Source: an optimization exercise on an open RTL-to-GDS flow (aim: small area). Production flows keep margins and buffers that such runs may drop. Only simulation tests tie the RTL to the original design; equivalence was not proved. No driver is modelled on the clock port, so clock power and skew are understated where the tree is cut down; a real chip needs a root buffer or a tree. Power and IR drop assume default switching activity.

==> module cmd_ctrl_top, before the edit <==
module cmd_ctrl_top #(
    parameter       p_clk_freq  = 50000000,
    parameter       p_baud_freq = 115200
) (
    input           i_clk,
    input           i_rst,
    output          o_tx,
    input           i_rx
);
localparam [8:0] L_TICK  = 9'b111010101;
localparam [8:0] L_START = 9'b010000010;
reg  [8:0] rxp;
reg  [3:0] rxs;
reg  [7:0] rxd;
wire       rx_idle = (rxs[3:1] == 3'b001);      
wire       rx_tick = (rxp == L_TICK);
wire       rx_done = (rxs == 4'd2);
wire       freeze;
always @(posedge i_clk) begin
    if (~i_rst | (i_rx & rx_idle))
        rxp <= L_START;
    else
        rxp <= {rxp[7:0], ~(rxp[8] ^ rxp[4] ^ rx_tick)};
end
always @(posedge i_clk) begin
    if (~i_rst)
        rxs <= 4'd3;
    else if (rx_tick | rx_done) case (rxs)
        4'd3:  rxs <= 4'd8;
        4'd8:  rxs <= 4'd9;
        4'd9:  rxs <= 4'd10;
        4'd10: rxs <= 4'd11;
        4'd11: rxs <= 4'd12;
        4'd12: rxs <= 4'd13;
        4'd13: rxs <= 4'd14;
        4'd14: rxs <= 4'd15;
        4'd15: rxs <= 4'd0;
        4'd0:  rxs <= 4'd1;
        4'd1:  rxs <= 4'd2;
        default: rxs <= 4'd3;
    endcase
end
always @(posedge i_clk) begin
    if (rx_tick & rxs[3] & ~freeze)
        rxd <= {i_rx, rxd[7:1]};
end
wire [3:0] lo = rxd[3:0];
wire       is_dig = (rxd[7:4] == 4'h3) & ~(lo[3] & (lo[2] | lo[1]));
wire       is_let = (rxd[7:4] == 4'h4) & ~lo[3] & (lo[2:0] != 3'b000) & (lo[2:0] != 3'b111);
wire [3:0] rx_hex = is_dig ? (lo[3] ? {1'b1, lo[0], lo[0], lo[0]} : lo) :
                    is_let ? {1'b1, lo[2:0]} : 4'b1110;
reg  [8:0] txp;
wire       tx_tick = (txp == L_TICK);
always @(posedge i_clk or negedge i_rst) begin
    if (~i_rst)
        txp <= L_START;
    else
        txp <= {txp[7:0], ~(txp[8] ^ txp[4] ^ tx_tick)};
end
localparam [2:0] I_C = 3'd0, I_CR = 3'd1, I_G = 3'd2, I_L = 3'd3,
                 I_LF = 3'd4, I_X = 3'd5, I_D2 = 3'd6, I_H = 3'd7;
localparam [3:0] P_REQ = 4'd4, P_OTHER = 4'd3;
localparam [6:0]
    S_CMD  = {I_C,  P_OTHER},
    S_D0   = {I_G,  P_OTHER},
    S_PROC = {I_L,  P_OTHER},
    S_R0   = {I_CR, P_OTHER},
    S_IDLE = {I_X,  P_OTHER},
    S_D2   = {I_D2, P_OTHER},
    S_D1   = {I_H,  P_OTHER};
reg  [6:0] st;
reg        ca;       
reg        cb;       
reg  [7:0] r_reg;
reg  [3:0] pb_hi;    
wire [2:0] idx = st[6:4];
wire [3:0] ph  = st[3:0];
wire [7:0] ch;
wire       par;
always @(posedge i_clk or negedge i_rst) begin
    if (~i_rst)
        st <= S_IDLE;
    else case (ph)
        4'd4:  st <= {idx, 4'd5};
        4'd5:  st <= {idx, 4'd6};
        4'd6:  if (tx_tick) st <= {idx, 4'd7};
        4'd7:  if (tx_tick) st <= {idx, 4'd8};
        4'd8:  if (tx_tick) st <= {idx, 4'd9};
        4'd9:  if (tx_tick) st <= {idx, 4'd10};
        4'd10: if (tx_tick) st <= {idx, 4'd11};
        4'd11: if (tx_tick) st <= {idx, 4'd12};
        4'd12: if (tx_tick) st <= {idx, 4'd13};
        4'd13: if (tx_tick) st <= {idx, 4'd14};
        4'd14: if (tx_tick) st <= {idx, 4'd15};
        4'd15: if (tx_tick) st <= {idx, 4'd0};
        4'd0:  if (tx_tick) st <= {idx, 4'd1};
        4'd1:  if (tx_tick) st <= {idx, 4'd2};
        4'd2:  case (idx)
            I_C:     st <= ca ? S_D2 : S_D0;
            I_G:     st <= S_PROC;
            I_L:     st <= {I_H, P_REQ};
            I_H:     st <= S_R0;
            I_CR:    st <= {I_LF, P_REQ};
            default: st <= S_IDLE;
        endcase
        default: case (idx)
            I_X:     if (rx_done) st <= S_CMD;
            I_C:     st <= (ca | cb) ? {I_C, P_REQ} : S_D0;
            I_D2:    if (rx_done) st <= S_D1;
            I_H:     if (rx_done) st <= S_D0;
            I_G:     st <= cb ? {I_G, P_REQ} : S_PROC;
            I_L:     st <= cb ? {I_L, P_REQ} : S_R0;
            I_CR:    st <= (ca | cb) ? {I_CR, P_REQ} : S_IDLE;
            default: st <= S_IDLE;
        endcase
    endcase
end
always @(posedge i_clk) begin
    if (st == S_IDLE) begin
        ca <= (rxd == 8'h70) | (rxd == 8'h77);
        cb <= (rxd == 8'h70) | (rxd == 8'h72);
    end
end
always @(posedge i_clk) begin
    if (~i_rst)
        r_reg <= 8'd0;
    else if (((st == S_D2) | (st == S_D1)) & rx_done & ~cb)
        r_reg <= {r_reg[3:0], rx_hex};
end
always @(posedge i_clk) begin
    if ((st == S_D2) & rx_done)
        pb_hi <= rx_hex;
end
wire ping = ca & cb;
assign freeze = ping & (idx[2:1] == 2'b01);
wire [3:0] dig = ~idx[2] ? (ping ? rx_hex : r_reg[3:0])
                         : (ping ? pb_hi  : r_reg[7:4]);
wire       dl  = dig[3] & (dig[2:0] != 3'b000) & (dig[2:0] != 3'b111);
wire       d9  = (dig == 4'b1111);
wire [7:0] dig_ch = {1'b0, dl, ~dl, ~dl, dig[3] & ~dl, dig[2] & ~d9, dig[1] & ~d9, dig[0]};
reg        dig_par;
always @(*) begin
    case (dig)
        4'b0000, 4'b0011, 4'b0101, 4'b0110, 4'b1111,
        4'b1001, 4'b1010, 4'b1100: dig_par = 1'b0;
        default:                   dig_par = 1'b1;
    endcase
end
wire       tx_dig = idx[1] & idx[0];                      
wire       c45    = ~(idx[0] | idx[2]);                    
assign ch  = tx_dig ? dig_ch
                    : {1'b0, 1'b0, c45, c45, 1'b1, idx[0] | idx[1], ~idx[0], idx[0] & ~idx[1]};
assign par = tx_dig ? dig_par : (idx[0] | idx[1]);
wire tx_out = ph[3]       ? ch[ph[2:0]] :
              (ph == 4'd7) ? 1'b0 :
              (ph == 4'd0) ? par :
                             1'b1;
wire waiting = (ph != 4'd3) & (ph != 4'd4) & (ph != 4'd5);
wire lb = ~(waiting | ((idx == I_L) & (ph != 4'd3)) | ((st == S_R0) & ~cb));
assign o_tx = lb ? i_rx : tx_out;
endmodule
export LEC_CHECK = 0
export CAP_MARGIN = 20
export CORE_MARGIN = 2
export CORE_UTILIZATION = 40
export SLEW_MARGIN = 20
create_clock -name core_clock -period 20.0 [get_ports {i_clk}]
standard.sh (not shown) runs the stock make flow with config.mk's settings and CLKGATE_MAP_FILE= SYNTH_SCRIPT=/design/flow/synth_recipe.tcl, a recipe that flattens the netlist after the stock synthesis.
==> flow/flow/run.sh <==
#!/bin/bash
# Standard layout, except that synthesis maps the logic with an area-oriented
# ABC script (flow/area.abc) in place of ORFS's speed script, and leaves
# half/full adders to ABC (no extract_fa pass). Registers, their names and
# cell types are those of the standard synthesis. The port buffers are buf_1,
# and the clock tree is three clkbuf_8 fed by the clock port (flow/cts_single.tcl).
set -euo pipefail
W=$(pwd)
sed -e "s#SYNTH_SCRIPT=[^ ]*#SYNTH_SCRIPT=$W/flow/synth_wrap.tcl#" \
    -e "s#CLKGATE_MAP_FILE= #CLKGATE_MAP_FILE= ADDER_MAP_FILE= #" standard.sh > run_standard.sh
grep -q "ADDER_MAP_FILE= " run_standard.sh
grep -q "synth_wrap.tcl" run_standard.sh
export PRE_CTS_TCL="$W/flow/cts_single.tcl"
export FLOW_CLOCK_NET=i_clk
export FLOW_CLOCK_GROUPS=3
export FLOW_CLOCK_BUF=sky130_fd_sc_hd__clkbuf_8
export BUFFER_PORTS_ARGS="-inputs -outputs -buffer_cell sky130_fd_sc_hd__buf_1"
export FLOW_ABC_SCRIPT="$W/flow/area.abc"
export FLOW_SYNTH_TCL="$W/synth_recipe.tcl"
bash run_standard.sh > "$W/make_flow.log" 2>&1
Other scripts of this flow, unchanged in this note and not shown: flow/flow/area.abc, flow/flow/cts_single.tcl, flow/flow/synth_wrap.tcl
The first run went through all stages and came out clean.
Then changed:
--- a/flow/design.v
+++ b/flow/design.v
@@ -147,9 +147,14 @@
     endcase
 end
-wire       tx_dig = idx[1] & idx[0];                      
-wire       c45    = ~(idx[0] | idx[2]);                    
-assign ch  = tx_dig ? dig_ch
-                    : {1'b0, 1'b0, c45, c45, 1'b1, idx[0] | idx[1], ~idx[0], idx[0] & ~idx[1]};
-assign par = tx_dig ? dig_par : (idx[0] | idx[1]);
+assign ch = (idx == I_C)  ? 8'h3A :
+            (idx == I_G)  ? 8'h3E :
+            (idx == I_CR) ? 8'h0D :
+            (idx == I_LF) ? 8'h0A :
+                            dig_ch;
+assign par = (idx == I_C)  ? 1'b0 :
+             (idx == I_G)  ? 1'b1 :
+             (idx == I_CR) ? 1'b1 :
+             (idx == I_LF) ? 1'b0 :
+                             dig_par;
 wire tx_out = ph[3]       ? ch[ph[2:0]] :
               (ph == 4'd7) ? 1'b0 :
=> Cell area stays flat. Power rises by 0.62%. Clock skew increases by 7.3 ps. Via count rises by 2.6%. Worst setup slack improves by 470 ps. Cell count came out higher by 1.4%. Wire length climbs by 5.6%. Hold slack gets better by 11 ps. Area after synthesis stays flat. Combinational power shrinks by about 5%. Maximum frequency is higher by 5.6%. Critical path depth fell by 3. Synthesized cell count came out higher by 1.9%.
No run of this note takes its clock network from TritonCTS; it comes from the design's own scripts or RTL.

-- what the ideal ports hide --
The results above use ideal ports. As a check the final layouts listed here were re-extracted and re-timed, cells and wires unchanged. Step 1 (the two cells are an assumption about what drives the block):
set clk [get_ports {i_clk}]
set_driving_cell -lib_cell sky130_fd_sc_hd__clkbuf_16 $clk
set_driving_cell -lib_cell sky130_fd_sc_hd__buf_2 [delete_from_list [all_inputs] $clk]
Step 2, shift: input delay + t, output delay - t, t = (earliest + latest rising clock arrival at the registers) / 2. This alone moves slack from input paths to output paths. a / b / c = no drivers / after step 1 / after step 2; a / b = the first two.
run | t, ns | setup WS [ns] | slew at the worst register clock pin (ns)
the first run | 0.198 | 11.067 / 11.046 / 11.046 | 0.10 / 0.10
the second run | 0.204 | 11.540 / 11.519 / 11.519 | 0.11 / 0.11
After both steps setup and hold are still met in every run listed.
